This design comes from an exercise in tuning for small area and a short achievable clock period on the open sky130 flow, not from production work. Only simulation tests tie the RTL to the original design; equivalence was not proved. Power figures rest on the tool's default switching activity, not on a simulated workload.

==> design.v <==
`timescale 1ns/1ps
module cache (
    input  logic        clk,
    input  logic        rst_n,
    input  logic        read_en,
    input  logic        write_en,
    input  logic [31:0] address,
    input  logic [31:0] write_data,
    output logic [31:0] read_data,
    output logic        hit
);
    localparam NSETS       = 16;
    localparam OFFSET_BITS = 2;
    localparam INDEX_BITS  = 4;
    localparam TAG_BITS    = 32 - OFFSET_BITS - INDEX_BITS;
    localparam NWAYS       = 2;
    logic [TAG_BITS-1:0]    tag;
    logic [INDEX_BITS-1:0]  index;
    logic [OFFSET_BITS-1:0] offset;
    always_comb begin
        tag    = address[31:OFFSET_BITS+INDEX_BITS];
        index  = address[OFFSET_BITS+INDEX_BITS-1:OFFSET_BITS];
        offset = address[OFFSET_BITS-1:0];
    end
    logic [TAG_BITS-1:0]  cache_tag   [0:NWAYS-1][0:NSETS-1];
    logic [31:0]         cache_data  [0:NWAYS-1][0:NSETS-1];
    logic                valid       [0:NWAYS-1][0:NSETS-1];
    logic                lru         [0:NSETS-1];
    logic chosen_way;
    logic w0_hit, w1_hit;
    logic [31:0] data_out;
    always_comb begin
        w0_hit = valid[0][index] && (cache_tag[0][index] == tag);
        w1_hit = valid[1][index] && (cache_tag[1][index] == tag);
        hit = w0_hit || w1_hit;
        data_out = w0_hit ? cache_data[0][index] : (w1_hit ? cache_data[1][index] : 32'b0);
    end
    always_comb begin
        if (!valid[0][index]) chosen_way = 0;
        else if (!valid[1][index]) chosen_way = 1;
        else chosen_way = lru[index];  
    end
    always_ff @(posedge clk or negedge rst_n) begin
        if (!rst_n) begin
            integer i, w;
            for (i = 0; i < NSETS; i++) begin
                lru[i] <= 0;
                for (w = 0; w < NWAYS; w++) begin
                    valid[w][i] <= 0;
                    cache_tag[w][i] <= 0;
                    cache_data[w][i] <= 0;
                end
            end
            read_data <= 0;
        end else if (read_en || write_en) begin
            if (hit) begin
                if (w0_hit) begin
                    lru[index] <= 1'b1;  
                    if (write_en) cache_data[0][index] <= write_data;
                end else begin
                    lru[index] <= 1'b0;  
                    if (write_en) cache_data[1][index] <= write_data;
                end
            end else begin
                valid[chosen_way][index] <= 1;
                cache_tag[chosen_way][index] <= tag;
                if (read_en) begin
                    cache_data[chosen_way][index] <= address;  
                end
                if (write_en) cache_data[chosen_way][index] <= write_data;
                lru[index] <= (chosen_way == 0) ? 1'b1 : 1'b0;
            end
            read_data <= data_out;
        end
    end
endmodule
==> run.sh <==
#!/bin/bash
# synth_recipe.tcl (not shown) runs the flow's synth.tcl, then flattens the netlist and writes it again
# the make line also repeats each setting of config.mk as NAME=value (left out here)
make -C /OpenROAD-flow-scripts/flow DESIGN_CONFIG=/design/flow/config.mk WORK_HOME=/design/flow/orfs CLKGATE_MAP_FILE= SYNTH_SCRIPT=/design/flow/synth_recipe.tcl finish
==> config.mk <==
export PLATFORM = sky130hd
export DESIGN_NAME = cache
export DESIGN_NICKNAME = cache
export VERILOG_FILES = /design/flow/design.v
export SDC_FILE = /design/flow/constraint.sdc
export NUM_CORES = 4
export LEC_CHECK = 0
export CAP_MARGIN = 20
export CORE_MARGIN = 2
export CORE_UTILIZATION = 45
export SLEW_MARGIN = 20
==> constraint.sdc <==
create_clock -name core_clock -period 8.0 [get_ports {clk}]
set_input_delay 1.6000 -clock core_clock [delete_from_list [all_inputs] [get_ports {clk}]]
set_output_delay 1.6000 -clock core_clock [all_outputs]
set_load 0.01 [all_outputs]
==> results of run 1 <==
==> final cells by class <==
type	instances	share of cell area (%)
sequential	1936	43.7
antenna	12	0.0271
tap	2854	3.22
timing repair buffer	603	5.03
clock buffer	309	5.51
multi-input combinational	5358	41.3
clock inverter	76	0.873
inverter	91	0.308
==> logic make-up (layout without fill, tap and decap cells) <==
| kind of cell | count (synthesis) | count (layout) | synth area share, % |
|---|---|---|---|
| XOR/XNOR | 26 | 26 | 0.232 |
| other | 0 | 12 | 0 |
| flip-flops | 1936 | 1936 | 49.3 |
| AO/OA/AOI/OAI | 2820 | 2820 | 23.9 |
| AND/OR/NAND/NOR | 1201 | 1201 | 6.47 |
| buffers and inverters | 1231 | 1079 | 5.26 |
| multiplexers | 1311 | 1311 | 14.8 |
==> metal layers <==
metal / vias up / track usage (%) / share of wire [%]
met5: - / 0.238 / 0.077
met2: 7734 / 60.3 / 42
met3: 2487 / 14.8 / 13
li1: 32510 / - / -
met1: 44001 / 50.8 / 35
met4: 40 / 31.6 / 9.3
==> worst paths after layout <==
check	start	cells past startpoint	to	slack (ns)
max	address[3]	11	hit	0.13
min reg2reg	valid[26]$_DFFE_PN0P_	2	valid[26]$_DFFE_PN0P_	0.45
min	valid[26]$_DFFE_PN0P_	2	valid[26]$_DFFE_PN0P_	0.45
max reg2reg	cache_tag[26][11]$_DFFE_PN0P_	13	cache_data[30][31]$_DFFE_PN0P_	2.40
max in group asynchronous	rst_n	3	cache_tag[0][18]$_DFFE_PN0P_	5.20
min in group asynchronous	rst_n	1	cache_data[5][9]$_DFFE_PN0P_	0.64
==> registers in the layout, indices dropped and copies added, names as in the netlist <==
| signal | flops |
|---|---|
| lru | 16 |
| valid | 32 |
| cache_data | 1024 |
| read_data | 32 |
| cache_tag | 832 |
==> synthesized netlist by cell type (35+ instances only) <==
| library cell | number |
|---|---|
| or3_1 | 35 |
| nand2b_1 | 38 |
| buf_2 | 241 |
| mux2_2 | 1057 |
| nand4_1 | 53 |
| a22o_1 | 525 |
| a221oi_1 | 175 |
| o32ai_1 | 268 |
| o32a_1 | 136 |
| o221ai_1 | 36 |
| a31oi_1 | 40 |
| clkbuf_1 | 761 |
| a211oi_1 | 43 |
| nand2_1 | 269 |
| buf_4 | 48 |
| buf_1 | 82 |
| o22ai_1 | 48 |
| o2bb2ai_1 | 153 |
| o22a_1 | 191 |
| inv_1 | 85 |
| nand3b_1 | 45 |
| a2bb2oi_1 | 483 |
| nand3_1 | 166 |
| mux2i_1 | 231 |
| nor2_1 | 186 |
| a21oi_1 | 112 |
| o21ai_0 | 99 |
| a22oi_1 | 335 |
| dfrtp_1 | 1936 |
| nor3_1 | 209 |
==> critical path, stage by stage <==
cell             delay, ns
clkbuf_8              0.40
nor2b_4               0.90
buf_4                 0.40
a221oi_1              0.15
or3_1                 0.41
a21oi_1               0.18
xnor2_1               0.31
and4_1                0.31
nand3_1               0.46
nand2_4               0.45
clkdlybuf4s50_1       0.60
==> power by group through the flow <==
stage	clock, mW	sequential [mW]	combinational (mW)
2_1_floorplan	0	15.1	5.15
3_3_place_gp	0	15.7	7.07
3_5_place_dp	0	15.8	7.28
4_1_cts	10.2	15.7	7.31
5_1_grt	10.6	16.2	7.85
6_report	10.2	15.8	7.47
==> metrics by stage <==
stage / area, µm² / instances / total power [mW] / hold WS (ns)
finish: 111000 / 11239 / 33.5 / 0.446
CTS: 111000 / 11226 / 33.2 / 0.448
detailed placement: 104000 / 10841 / 23.1 / 0.433
floorplan: 98200 / 8525 / 20.2 / 0.414
global placement: 104000 / 10840 / 22.8 / 0.425
global route: 111000 / 11232 / 34.6 / 0.481
==> impl_metrics.env, run 1 <==
export IMPL_status="finished clean"
export IMPL_power_density_nw_per_um2=302
export IMPL_area_delta_synth_final_pct=12.8
export IMPL_fp_coreArea_um2=217000
export IMPL_drc=0
export IMPL_first_global_vias=85019
export IMPL_clock_root_buffer="clkbuf_16"
export IMPL_crit_path_end_kind="output pin"
export IMPL_port_buffers=100
export IMPL_start_kind="input port"
export IMPL_cts_tree="done"
export IMPL_numCtsBuffers=209
export IMPL_peakVddDrop_mv=0.227
export IMPL_finalSetupViolations=0
export IMPL_period_minus_slack_ns=7.87
export IMPL_crit_type="input port to output pin"
export IMPL_p_int_mw=23.1
export IMPL_pre_cts_slack_ns=0.530
export IMPL_yosysTopAreaCellShare_pct=49.3
export IMPL_routed_via_density=7.72
export IMPL_rsz0062_at_grt="no"
export IMPL_rows=171
export IMPL_cts_hold_buf=0
export IMPL_grt_max_degree=182
export IMPL_clk_path_buf_depth=3
export IMPL_start_util_pct=45.3
export IMPL_pin_count=101
export IMPL_fillers=18922
export IMPL_final_util_pct=51.1
export IMPL_h_tree_depth=4
export IMPL_synth_edf_count=0
export IMPL_cap_violations=0
export IMPL_yosysWarnings=5
export IMPL_drive_gt1_share_pct=25.9
export IMPL_routed_via_count=86772
export IMPL_combPwrFrac_pct=22.3
export IMPL_avgSynthCellArea_um2=11.5
export IMPL_crit_required_ns=6.40
export IMPL_antenna_found_initial=31
export IMPL_syn_nets=8593
export IMPL_arrival_ns=6.27
export IMPL_fp_dieH_um=471
export IMPL_fin_crit_sh_pct=98.3
export IMPL_place_hpwl_um=286000
export IMPL_setup_ws_ns=0.133
export IMPL_clock_sinks=1936
export IMPL_yosysUniqueCellTypes=95
export IMPL_synth_seq_cells=1936
export IMPL_finalClockSkew_ns=0.0457
export IMPL_place_gp_congestion=0.986
export IMPL_die_area_um2=222000
export IMPL_timing_setup_tns_ns=0
export IMPL_clock_power_share_pct=30.4
export IMPL_yosysTopAreaCell="dfrtp_1"
export IMPL_layout_common_cells="dfrtp_1 (1936), mux2_2 (1057), a22o_1 (525), a2bb2oi_1 (483), buf_4 (429)"
export IMPL_multi_input_area_um2=45800
export IMPL_grt_usage_pct=41.6
export IMPL_drt_iter0_drc=13697
export IMPL_grt_ovfl_total=0
export IMPL_swShare_pct=30.9
export IMPL_yosysSeqAreaShare_pct=49.3
export IMPL_drt_pass1_iterations=13
export IMPL_p_sw_mw=10.3
export IMPL_async_reset_ff_share_pct=100
export IMPL_final_common_cell="dfrtp_1"
export IMPL_max_freq_mhz=127
export IMPL_synthTopCellsByArea="dfrtp_1 (49%), mux2_2 (12%), a22o_1 (4.7%)"
export IMPL_power_leakage_nw=45.2
export IMPL_post_cts_setup_buffers=0
export IMPL_cts_clk_slew_worst_paths_ns=0.06
export IMPL_critical_path_peak_fanout=48
export IMPL_drtAntennaViolNets=0
export IMPL_seq_area_um2=48400
export IMPL_grt_pass1_wl_um=665000
export IMPL_fin_nets=8267
export IMPL_sequentialPowerShare_pct=47.3
export IMPL_syn_instance_count=8525
export IMPL_wl_per_cell_um=42.3
export IMPL_tightestPinTransition_ns=1.31
export IMPL_cts_resized_gates=0
export IMPL_finalMaxSlewViolations=0
export IMPL_synth_area_um2=98200
export IMPL_die_w_um=471
export IMPL_hold_class="flop to flop"
export IMPL_synth_ff_type="dfrtp_1"
export IMPL_clock_latency_ns=0.91
export IMPL_wirelength_um=475000
export IMPL_slew_headroom_pct=11.8
export IMPL_timing_final_hold_violations=0
==> inputs of run 2 (changes only) <==
==> design.v (replaced) <==
`timescale 1ns/1ps
module cache (
    input  logic        clk,
    input  logic        rst_n,
    input  logic        read_en,
    input  logic        write_en,
    input  logic [31:0] address,
    input  logic [31:0] write_data,
    output logic [31:0] read_data,
    output logic        hit
);
    localparam NSETS = 16;
    logic [25:0] tag;
    logic [3:0]  index;
    logic        access;
    assign tag    = address[31:6];
    assign index  = address[5:2];
    assign access = read_en | write_en;
    logic [25:0] tag0  [0:NSETS-1];
    logic [25:0] tag1  [0:NSETS-1];
    logic [31:0] data0 [0:NSETS-1];
    logic [31:0] data1 [0:NSETS-1];
    logic [NSETS-1:0] v1;
    logic [NSETS-1:0] lru;
    logic [NSETS-1:0] sel;
    always_comb begin
        for (int s = 0; s < NSETS; s++) sel[s] = (index == s);
    end
    logic [NSETS-1:0] m0, m1, h0, h1;
    always_comb begin
        for (int s = 0; s < NSETS; s++) begin
            m0[s] = (v1[s] | lru[s]) & (tag0[s] == tag);
            m1[s] = v1[s] & (tag1[s] == tag);
            h0[s] = sel[s] & m0[s];
            h1[s] = sel[s] & m1[s];
        end
    end
    logic w0_hit, w1_hit;
    assign w0_hit = |h0;
    assign w1_hit = |h1;
    assign hit    = w0_hit | w1_hit;
    logic [31:0] data_out;
    always_comb begin
        data_out = '0;
        for (int s = 0; s < NSETS; s++) begin
            data_out = data_out | ({32{h0[s]}} & data0[s]) | ({32{h1[s]}} & data1[s]);
        end
    end
    logic [31:0] fill;
    assign fill = write_en ? write_data : address;
    always_ff @(posedge clk or negedge rst_n) begin
        if (!rst_n) begin
            v1        <= '0;
            lru       <= '0;
            read_data <= '0;
        end else if (access) begin
            read_data <= data_out;
            for (int s = 0; s < NSETS; s++) begin
                if (sel[s]) begin
                    if (hit) begin
                        lru[s] <= w0_hit;
                    end else begin
                        lru[s] <= ~lru[s];
                        if (lru[s]) v1[s] <= 1'b1;
                    end
                end
            end
        end
    end
    always_ff @(posedge clk) begin
        for (int s = 0; s < NSETS; s++) begin
            if (access && sel[s]) begin
                if (!hit && !lru[s]) tag0[s] <= tag;
                if (!hit &&  lru[s]) tag1[s] <= tag;
                if ((m0[s] && write_en) || (!hit && !lru[s])) data0[s] <= fill;
                if ((m1[s] && write_en) || (!hit &&  lru[s])) data1[s] <= fill;
            end
        end
    end
endmodule
==> impl_metrics.env, run 2 <==
export IMPL_status="finished clean"
export IMPL_wirelength_um=302000
export IMPL_top_regs="data0 x512, data1 x512"
export IMPL_clk_path_buf_depth=3
export IMPL_hold_class="flop to flop"
export IMPL_path_common_cell="clkdlybuf4s50_1"
export IMPL_drive_gt1_share_pct=14.4
export IMPL_timing_final_hold_violations=0
export IMPL_yosysWarnings=5
export IMPL_synth_area_um2=80300
export IMPL_grt_pass1_wl_um=412000
export IMPL_power_density_nw_per_um2=239
export IMPL_clock_latency_ns=0.88
export IMPL_crit_type="input port to output pin"
export IMPL_fp_coreArea_um2=178000
export IMPL_cts_tree="done"
export IMPL_path_cells="clkdlybuf4s50_1 -> nor4bb_2 -> nand4_1 -> nor4b_1 -> a2111oi_0 -> buf_4 -> nand2_1 -> or4_1 -> clkdlybuf4s50_1"
export IMPL_grt_busiest_layer="met2"
export IMPL_peakVddDrop_mv=0.206
export IMPL_arrival_ns=5.72
export IMPL_avgSynthCellArea_um2=15.4
export IMPL_yosysMostFrequentCell="edfxtp_1"
export IMPL_crit_required_ns=6.40
export IMPL_yosysUniqueCellTypes=72
export IMPL_drt_pass1_iterations=8
export IMPL_clock_root_buffer="clkbuf_16"
export IMPL_grt_ovfl_total=0
export IMPL_pin_count=101
export IMPL_finalSetupViolations=0
export IMPL_synth_ff_type="edfxtp_1"
export IMPL_yosysSeqAreaShare_pct=71.4
export IMPL_grt_max_degree=57
export IMPL_crit_path_end_kind="output pin"
export IMPL_synth_seq_cells=1920
export IMPL_cts_hold_buf=0
export IMPL_place_hpwl_um=188000
export IMPL_layout_common_cells="edfxtp_1 (1856), xnor2_1 (664), nand4_1 (408), nand2_1 (397), buf_4 (322)"
export IMPL_grt_use_met2_pct=50.1
export IMPL_drt_iter0_drc=9014
export IMPL_routed_via_density=6.62
export IMPL_grtUsageMet1_pct=44.6
export IMPL_slowest_delay_ns=1.06
export IMPL_drc=0
export IMPL_first_global_vias=50199
export IMPL_yosysTopAreaCell="edfxtp_1"
export IMPL_start_kind="input port"
export IMPL_fp_dieH_um=426
export IMPL_syn_nets=5273
export IMPL_final_common_cell="edfxtp_1"
export IMPL_pre_cts_slack_ns=0.642
export IMPL_start_util_pct=45.1
export IMPL_fillers=14600
export IMPL_power_leakage_nw=28.3
export IMPL_hold_depth=1
export IMPL_critical_path_peak_fanout=7
export IMPL_fin_crit_sh_pct=91.5
export IMPL_setup_ws_ns=0.676
export IMPL_synthTopCellsByArea="edfxtp_1 (69%), xnor2_1 (7.2%), nand4_1 (3.2%)"
export IMPL_async_reset_ff_share_pct=3.33
export IMPL_period_minus_slack_ns=7.32
export IMPL_grt_usage_pct=32.9
export IMPL_area_delta_synth_final_pct=14.8
export IMPL_place_gp_congestion=0.998
export IMPL_rows=155
export IMPL_synthTopCellsByCount="edfxtp_1 (1856), xnor2_1 (664), nand4_1 (408)"
export IMPL_h_tree_depth=4
export IMPL_syn_instance_count=5205
export IMPL_die_area_um2=182000
export IMPL_synth_edf_count=1856
export IMPL_fin_nets=5578
export IMPL_tightestPinTransition_ns=1.32
export IMPL_seq_area_um2=57300
export IMPL_finalClockSkew_ns=0.0613
export IMPL_cts_clk_slew_worst_paths_ns=0.06
export IMPL_gr_usage_met3_pct=8.54
export IMPL_rsz0062_at_grt="no"
export IMPL_cap_violations=0
export IMPL_cts_resized_gates=0
export IMPL_slew_headroom_pct=11.3
export IMPL_r2r_cells=11
export IMPL_die_w_um=426
export IMPL_wl_per_cell_um=37.5
export IMPL_post_cts_setup_buffers=0
export IMPL_r2r_setup_slack_ns=2.93
export IMPL_drtAntennaViolNets=0
export IMPL_yosysTopAreaCellShare_pct=69.4
export IMPL_max_freq_mhz=137
export IMPL_port_buffers=100
export IMPL_timing_setup_tns_ns=0
export IMPL_antenna_found_initial=20
export IMPL_numCtsBuffers=194
export IMPL_multi_input_area_um2=21600
export IMPL_routed_via_count=53259
export IMPL_clock_sinks=1920
export IMPL_finalMaxSlewViolations=0
export IMPL_cp_slowest_cell="nor4bb_2"
## run 2: cell count changes after synthesis, sizes merged, moves of 192 or more
cell	previous run	this run
a22o	525	41
a2bb2oi	491	0
clkbuf	761	119
dfrtp	1936	64
edfxtp	0	1856
mux2	1075	32
mux2i	231	0
nand4	54	409
o32ai	268	76
xnor2	19	664
## run 2: cells by family after synthesis
family / count (synthesis) / synth area share, %
flip-flops: 1920 / 71.4
AND/OR/NAND/NOR: 1531 / 11.0
XOR/XNOR: 832 / 9.08
AO/OA/AOI/OAI: 556 / 5.58
buffers and inverters: 334 / 2.44
multiplexers: 32 / 0.449
## run 2: area by class of cell
type	count	area share [%]
Timing Repair Buffer	428	4.11
Antenna cell	10	0.0271
Inverter	15	0.0611
Sequential cell	1920	62.2
Multi-Input combinational cell	2951	23.5
Tap cell	2355	3.20
Clock buffer	288	6.00
Clock inverter	77	0.949
## run 2: final timing paths
path,startpoint,to
setup / recovery,address[5],hit
hold reg to reg,read_data[14]$_DFFE_PN0N_,read_data[14]$_DFFE_PN0N_
max in group asynchronous,rst_n,lru[10]$_DFFE_PN0P_
setup reg to reg,tag0[3][11]$_DFFE_PP_,data1[2][12]$_DFFE_PP_
hold / removal,read_data[14]$_DFFE_PN0N_,read_data[14]$_DFFE_PN0N_
min in group asynchronous,rst_n,read_data[12]$_DFFE_PN0N_
## run 2: power breakdown
group	switching [mW]	total (mW)	internal [mW]	leakage [nW]
Combinational	1.00	1.39	0.386	7.62
Sequential	0.128	11.4	11.3	17.5
Clock	3.99	9.21	5.22	3.12
Total	5.12	22.0	16.9	28.3
## run 2: worst max-delay path: cells and delay by family
kind                   cells  cell delay [ns]
AO/OA/AOI/OAI              1             0.27
buffers and inverters      3             1.56
AND/OR/NAND/NOR            5             2.26
## run 2: through the flow
step / area (µm²) / cells / utilization [%] / power, mW / hold slack (ns)
floorplan: 80300 / 5205 / - / 12.3 / 0.487
global route: 92200 / 8036 / 51.8 / 22.5 / 0.530
CTS: 92100 / 8032 / 51.8 / 22.0 / 0.510
detailed placement: 85700 / 7667 / 48.2 / 13.0 / 0.496
global placement: 85700 / 7667 / 48.2 / 13.0 / 0.491
finish: 92200 / 8044 / 51.8 / 22.0 / 0.507
## run 2: routing by layer
layer  part of all wire [%]  wire length (µm)  vias up
li1                       -                 -    21217
met1                     38            113000    27188
met2                     44            134000     3976
met3                     13             37900      864
met4                    5.5             16600       14
met5                  0.033               101        -
==> inputs of run 3 (changes only) <==
--- a/config.mk
+++ b/config.mk
@@ -7,5 +7,9 @@
 export LEC_CHECK = 0
 export CAP_MARGIN = 20
 export CORE_MARGIN = 2
-export CORE_UTILIZATION = 45
+export CORE_UTILIZATION = 55
+export CTS_BUF_LIST = sky130_fd_sc_hd__clkbuf_8
+export CTS_CLUSTER_SIZE = 30
+export SETUP_SLACK_MARGIN = 4.0
 export SLEW_MARGIN = 20
+export TNS_END_PERCENT = 5
==> impl_metrics.env, run 3 <==
export IMPL_synthTopCellsByArea="edfxtp_1 (69%), xnor2_1 (7.2%), nand4_1 (3.2%)"
export IMPL_die_w_um=386
export IMPL_synth_top_family_by_area="simple AND/OR/NAND/NOR gates"
export IMPL_async_reset_ff_share_pct=3.33
export IMPL_clock_latency_ns=1.06
export IMPL_arrival_ns=4.20
export IMPL_yosysMostFrequentCell="edfxtp_1"
export IMPL_synth_simple_area_share_pct=11.0
export IMPL_swShare_pct=24.2
export IMPL_h_tree_depth=5
export IMPL_period_minus_slack_ns=5.80
export IMPL_timing_final_hold_violations=0
export IMPL_clock_sinks=1920
export IMPL_syn_nets=5273
export IMPL_pre_cts_slack_ns=0.792
export IMPL_synth_seq_cells=1920
export IMPL_fin_crit_sh_pct=72.5
export IMPL_synth_compound_area_share_pct=5.58
export IMPL_yosysTopAreaCell="edfxtp_1"
export IMPL_layoutNonFillerInstCount=7812
export IMPL_pin_count=101
export IMPL_final_util_pct=63.6
export IMPL_cts_tree="done"
export IMPL_start_util_pct=55.3
export IMPL_top_regs="data0 x512, data1 x512"
export IMPL_grt_ovfl_total=0
export IMPL_avgSynthCellArea_um2=15.4
export IMPL_finalClockSkew_ns=0.0833
export IMPL_synth_adder_area_share_pct=0
export IMPL_yosysUniqueCellTypes=72
export IMPL_hold_class="flop to flop"
export IMPL_drive_gt1_share_pct=16.8
export IMPL_power_leakage_nw=29.2
export IMPL_grt_max_degree=56
export IMPL_dpl_cell_count=7201
export IMPL_synth_edf_count=1856
export IMPL_timing_setup_tns_ns=0
export IMPL_die_area_um2=149000
export IMPL_numCtsBuffers=328
export IMPL_wirelength_um=305000
export IMPL_status="finished clean"
export IMPL_place_area_um2=85000
export IMPL_synthXorXnorAreaFrac_pct=9.08
export IMPL_sequentialPowerShare_pct=54.5
export IMPL_finalSetupViolations=0
export IMPL_crit_required_ns=6.40
export IMPL_synthTopCellsByCount="edfxtp_1 (1856), xnor2_1 (664), nand4_1 (408)"
export IMPL_crit_type="input port to output pin"
export IMPL_hold_slack_ns=0.504
export IMPL_grt_pass1_wl_um=414000
export IMPL_place_gp_congestion=0.985
export IMPL_fp_coreArea_um2=145000
export IMPL_drt_iter0_drc=8728
export IMPL_area_delta_synth_final_pct=15.0
export IMPL_start_kind="input port"
export IMPL_cts_hold_buf=0
export IMPL_fin_nets=5724
export IMPL_total_power_mw=21.0
export IMPL_yosysSeqAreaShare_pct=71.4
export IMPL_routed_via_density=6.95
export IMPL_layout_common_cells="edfxtp_1 (1856), xnor2_1 (664), nand4_1 (408), nand2_1 (393), clkbuf_8 (357)"
export IMPL_fillers=10815
export IMPL_final_common_cell="edfxtp_1"
export IMPL_max_freq_mhz=172
export IMPL_syn_instance_count=5205
export IMPL_p_sw_mw=5.08
export IMPL_yosysWarnings=5
export IMPL_synth_ff_type="edfxtp_1"
export IMPL_routed_via_count=54330
export IMPL_final_design_area_no_fill_um2=92400
export IMPL_drtAntennaViolNets=0
export IMPL_cts_clk_slew_worst_paths_ns=0.06
export IMPL_fp_dieH_um=386
export IMPL_finalMaxSlewViolations=0
export IMPL_power_density_nw_per_um2=227
export IMPL_setup_ws_ns=2.20
export IMPL_p_int_mw=15.9
export IMPL_wl_per_cell_um=39.0
export IMPL_place_hpwl_um=184000
export IMPL_clock_power_share_pct=38.7
export IMPL_grt_usage_pct=40.8
export IMPL_synth_area_mux_share_pct=0.449
export IMPL_drt_pass1_iterations=6
export IMPL_port_buffers=100
export IMPL_antenna_found_initial=11
export IMPL_synth_area_um2=80300
export IMPL_combPwrFrac_pct=6.9
export IMPL_clk_path_buf_depth=4
export IMPL_slew_headroom_pct=8.93
export IMPL_rows=140
export IMPL_clock_root_buffer="clkbuf_8"
export IMPL_tightestPinTransition_ns=1.35
export IMPL_drc=0
export IMPL_peakVddDrop_mv=0.148
export IMPL_crit_path_end_kind="output pin"
export IMPL_first_global_vias=51272
export IMPL_yosysTopAreaCellShare_pct=69.4
export IMPL_cap_violations=0
export IMPL_rsz0062_at_grt="yes"
export IMPL_critical_path_peak_fanout=21
==> run 3: area by class of cell <==
cell class / count / area [µm²] / area share (%)
clock inverter: 208 / 893 / 0.967
clock buffer: 357 / 4910 / 5.32
inverter: 15 / 56.3 / 0.0610
sequential: 1920 / 57300 / 62.1
timing repair buffer: 440 / 4650 / 5.03
tap: 1917 / 2400 / 2.60
antenna: 4 / 10.0 / 0.0108
multi-input combinational: 2951 / 22100 / 23.9
==> run 3: timing repair <==
item / 4_1_cts / 5_1_grt
hold endpoints to repair: 0 / 0
pin swaps: 8 / 6
setup buffers: 26 / 10
resized for setup: 207 / 16
cloned: 6 / 0
setup endpoints to repair: 1921 / 1892
==> run 3: power groups by stage <==
stage	registers, mW	logic, mW	clock network [mW]
after CTS	11.4	1.40	8.14
after global placement	11.6	1.32	0
final	11.4	1.44	8.11
after floorplan	11.6	0.734	0
after detailed placement	11.6	1.33	0
after global routing	11.4	1.49	8.58
==> run 3: final timing paths <==
kind / start / end / slack (ns) / cells after the start
setup / recovery: address[6] / hit / 2.20 / 11
hold / removal: read_data[8]$_DFFE_PN0N_ / read_data[8]$_DFFE_PN0N_ / 0.50 / 1
setup reg to reg: tag0[5][13]$_DFFE_PP_ / data0[11][15]$_DFFE_PP_ / 3.77 / 10
hold reg to reg: read_data[8]$_DFFE_PN0N_ / read_data[8]$_DFFE_PN0N_ / 0.50 / 1
max in group asynchronous: rst_n / v1[4]$_DFFE_PN0P_ / 6.05 / 2
min in group asynchronous: rst_n / read_data[3]$_DFFE_PN0N_ / 0.52 / 1
==> run 3: logic make-up (layout without fill, tap and decap cells) <==
kind of cell | after synthesis | in the layout
flip-flops | 1920 | 1920
AND/OR/NAND/NOR | 1531 | 1531
XOR/XNOR | 832 | 832
AO/OA/AOI/OAI | 556 | 556
buffers and inverters | 334 | 1020
multiplexers | 32 | 32
other | 0 | 4
==> run 3: worst max-delay path: stages <==
cell and delay [ns]:
buf_16 0.15, buf_6 0.19, buf_4 0.14, xnor2_1 0.14
nand4_1 0.11, nor4_1 0.06, nand3_1 0.18, nand4_1 0.31
or4_4 0.62, or4_4 0.46, buf_2 0.16
==> run 3: metal layers <==
layer | track usage, % | wire (µm) | vias up
met2 | 60.3 | 132000 | 4430
li1 | - | - | 21518
met3 | 11.7 | 39600 | 1007
met1 | 55.4 | 113000 | 27367
met4 | 21.1 | 19900 | 8
met5 | 0 | 62 | -

[port drivers added, routing unchanged]
In the flow no input, the clock included, has a driving cell. The finished layouts below were timed again as built, in two steps.
Step 1, drivers: a clkbuf_16 drives clk and a buf_2 each remaining input, both assumed.
Step 2 moves the port delays by t, midway between the first and last clock arrival at a register: inputs arrive t later, outputs are due t later. That takes back most of the time a late clock gives input paths.
a / b / c = no drivers / after step 1 / after step 2; a / b = the first two.
| run | t (ns) | setup slack, ns | hold WS [ns] | clock arrival spread, ns | worst register clock-pin slew, ns |
|---|---|---|---|---|---|
| run 1 | 0.994 | 0.133 / 0.101 / 0.101 | 0.446 / 0.446 / 0.446 | 0.046 / 0.046 | 0.07 / 0.07 |
| run 2 | 0.947 | 0.676 / 0.649 / 0.649 | 0.507 / 0.507 / 0.507 | 0.062 / 0.061 | 0.07 / 0.07 |
| run 3 | 1.098 | 2.202 / 1.931 / 1.843 | 0.504 / 0.470 / 0.504 | 0.084 / 0.083 | 0.07 / 0.07 |
After both steps every run listed still meets setup and hold. For run 3, which loses most, drivers alone change the setup slack by -0.271 ns; drivers and shift together by -0.359 ns.
